Context: an optimization exercise on an open-source flow, tuned for small area and a short achievable clock period. The choices shown serve that exercise and are no tape-out recipe.
No activity file was given, so power comes from the tool's default toggle rates.

Setup of oak:
## CircuitTest
module CircuitTest (a,b,c,z,x,clk,rst);
input [63:0] a, b, c;
input clk,rst;
output reg [31:0] z, x;
reg [32:0] ar, yr;
reg er;
wire w1; g_nand2 u1 (.a(a[0]), .b(b[0]), .y(w1));
wire w2; g_nor2 u2 (.a(a[0]), .b(b[0]), .y(w2));
wire w3; g_nand2 u3 (.a(a[1]), .b(b[1]), .y(w3));
wire w4; g_nor2 u4 (.a(a[1]), .b(b[1]), .y(w4));
wire w5; g_nand2 u5 (.a(a[2]), .b(b[2]), .y(w5));
wire w6; g_nor2 u6 (.a(a[2]), .b(b[2]), .y(w6));
wire w7; g_nand2 u7 (.a(a[3]), .b(b[3]), .y(w7));
wire w8; g_nor2 u8 (.a(a[3]), .b(b[3]), .y(w8));
wire w9; g_nand2 u9 (.a(a[4]), .b(b[4]), .y(w9));
wire w10; g_nor2 u10 (.a(a[4]), .b(b[4]), .y(w10));
wire w11; g_nand2 u11 (.a(a[5]), .b(b[5]), .y(w11));
wire w12; g_nor2 u12 (.a(a[5]), .b(b[5]), .y(w12));
wire w13; g_nand2 u13 (.a(a[6]), .b(b[6]), .y(w13));
wire w14; g_nor2 u14 (.a(a[6]), .b(b[6]), .y(w14));
wire w15; g_nand2 u15 (.a(a[7]), .b(b[7]), .y(w15));
wire w16; g_nor2 u16 (.a(a[7]), .b(b[7]), .y(w16));
wire w17; g_nand2 u17 (.a(a[8]), .b(b[8]), .y(w17));
wire w18; g_nor2 u18 (.a(a[8]), .b(b[8]), .y(w18));
wire w19; g_nand2 u19 (.a(a[9]), .b(b[9]), .y(w19));
wire w20; g_nor2 u20 (.a(a[9]), .b(b[9]), .y(w20));
wire w21; g_nand2 u21 (.a(a[10]), .b(b[10]), .y(w21));
wire w22; g_nor2 u22 (.a(a[10]), .b(b[10]), .y(w22));
wire w23; g_nand2 u23 (.a(a[11]), .b(b[11]), .y(w23));
wire w24; g_nor2 u24 (.a(a[11]), .b(b[11]), .y(w24));
wire w25; g_nand2 u25 (.a(a[12]), .b(b[12]), .y(w25));
wire w26; g_nor2 u26 (.a(a[12]), .b(b[12]), .y(w26));
wire w27; g_nand2 u27 (.a(a[13]), .b(b[13]), .y(w27));
wire w28; g_nor2 u28 (.a(a[13]), .b(b[13]), .y(w28));
wire w29; g_nand2 u29 (.a(a[14]), .b(b[14]), .y(w29));
  ...
Settings: LEC_CHECK=0, ABC_AREA=1, CAP_MARGIN=20, CORE_MARGIN=2, CORE_UTILIZATION=40, CTS_BUF_LIST=sky130_fd_sc_hd__clkbuf_8, SETUP_SLACK_MARGIN=4.35, SLEW_MARGIN=20, SYNTH_HIERARCHICAL=1, TNS_END_PERCENT=0; clock period 7.5 ns.
standard.sh (not shown) runs the stock make flow with config.mk's settings and CLKGATE_MAP_FILE= SYNTH_SCRIPT=/design/flow/synth_recipe.tcl, a recipe that flattens the netlist after the stock synthesis.
==> flow/flow/run.sh <==
#!/bin/bash
# Own layout flow: the standard ORFS flow (standard.sh) with these changes:
#  - synthesis script flow/mixsynth.tcl: synth_recipe.tcl with ABC run per module,
#    the small gate modules (g_*) with ORFS's speed script and the top module with
#    ORFS's area script (ABC_AREA 1); hierarchy is flattened at the end as before;
#  - no Yosys full/half-adder extraction (ADDER_MAP_FILE empty);
#  - ABC sizes for a 2 fF load (ABC_LOAD_IN_FF), so gate modules get small cells;
#  - the port buffers that buffer_ports puts on every input and output are
#    sky130_fd_sc_hd__buf_1 instead of the default delay buffer.
# Make's full output goes to flow_make.log here; each ORFS step keeps its own log
# under orfs/logs/.
set -uo pipefail
here=$(pwd)
bash standard.sh ADDER_MAP_FILE= ABC_LOAD_IN_FF=2 \
  "SYNTH_SCRIPT=$here/flow/mixsynth.tcl" \
  "BUFFER_PORTS_ARGS=-buffer_cell sky130_fd_sc_hd__buf_1" \
  finish > flow_make.log 2>&1
==> flow/flow/mixsynth.tcl <==
# The standard flow's synthesis script (synth_recipe.tcl) with one change: ABC maps the small
# gate modules (g_*) with ORFS's speed script, which keeps XOR and MUX cells,
# and the rest of the design with ORFS's area script.
proc synth {args} { yosys synth -nofsm -noshare {*}$args }
proc abc {args} {
  set i [lsearch -exact $args -script]
  set speed [lreplace $args $i [expr {$i + 1}] -script $::env(SCRIPTS_DIR)/abc_speed.script]
  set area [lreplace $args $i [expr {$i + 1}] -script $::env(SCRIPTS_DIR)/abc_area.script]
  foreach m [split [string trim [yosys tee -q -s result.string select -list-mod =g_*]] "\n"] {
    if {$m ne ""} { yosys abc {*}$speed =$m }
  }
  yosys abc {*}$area =$::env(DESIGN_NAME)
}
source $::env(SCRIPTS_DIR)/synth.tcl
# left out here: clear keep_hierarchy, flatten, clean up, hide names made inside functions, write 1_2_yosys.v
oak ran to completion and came out clean on the timing, design-rule and antenna checks.
[inputs] pine vs oak
Settings: SETUP_SLACK_MARGIN changed from 4.35 to 4.
[summary]
[pine vs oak] number of cells on the critical path: higher in pine. Any difference in clock slew at the register clock pins of the worst setup and hold paths between pine and oak is small enough to ignore. As far as area of the die is concerned, pine and oak perform about the same. Diff oak -> pine | final clock period utilization by the worst path | increase of 3.2 points. The power density over the cells of pine exceeds that of oak by about 1.7%. Vias: pine fewer than oak.
### pine -> birch
Settings: swapping 4 for 4.5 in SETUP_SLACK_MARGIN.
- The async set or reset register ratio after synthesis of birch and that of pine are within noise of each other.
- birch vs pine: number of buffers and inverters on the critical path down in birch
- In terms of met3 layer usage reported by global route, birch and pine differ only marginally.
- Looking at final area, birch sits above pine.
- Relative to pine, transition time at the pin with the least slew margin increased by 10 ps in birch.
- Summary — logic depth of the worst path, buffers included, birch relative to pine: lower, by 1.
- The final reports for birch and pine show power density normalized to cell area lower in the former.
- The higher switching power total came out of birch.
- Relative slew slack, birch and pine: smaller value in birch
- For clock buffer instance count of the final layout, birch and pine come out practically identical.
## Diff of input files: maple against birch
Settings: changing SETUP_SLACK_MARGIN from 4.5 to 4.2.
## What came out
Relative to birch, layout buffer count excluding clock buffers has decreased by 4 in maple. Diff birch -> maple: worst setup slack decreased 40 ps, power density normalized to cell area higher, fraction of the core area covered by cells at the end of the flow shrank by 1.1 points, sequential power now sits at about the same level. maple vs birch on relative contribution of combinational cells to total power: maple is the lower one. Between birch and maple, detailed-route via count decreased. Per the comparison of maple with birch, sequential share of cell area grew by 0.59 points, number of buffers created by CTS held steady. maple ends up with a number of antenna violations at the first check in global routing that is 1 higher than in birch.
No functional check of the RTL was part of any run of this note.

[afterwards: timing with drivers on the ports]
No port has a modelled driver above. Below, the same layouts with a new extraction and two added sets of constraints. Step 1: set_driving_cell puts a clkbuf_16 on clk and a buf_2 on each other input, an assumption about the parent block. Step 2 moves the port delays by t, midway between the first and last clock arrival at a register: inputs arrive t later, outputs are due t later. That takes back most of the time a late clock gives input paths. Slacks: ideal ports / drivers / drivers and shift; pairs: ideal ports / drivers.
run	shift t [ns]	slack for setup (ns)	worst hold slack (ns)	worst register clock-pin slew, ns
oak	0.496	4.316 / 4.321 / 3.825	0.760 / 0.760 / 0.760	0.08 / 0.08
pine	0.495	4.074 / 4.055 / 3.560	0.748 / 0.748 / 0.748	0.08 / 0.08
birch	0.496	4.316 / 4.321 / 3.825	0.760 / 0.760 / 0.760	0.08 / 0.08
maple	0.493	4.276 / 4.294 / 3.801	0.753 / 0.753 / 0.753	0.08 / 0.08
After both steps every run listed still meets setup and hold. For pine, which loses most, drivers alone change the setup slack by -0.019 ns; drivers and shift together by -0.514 ns.
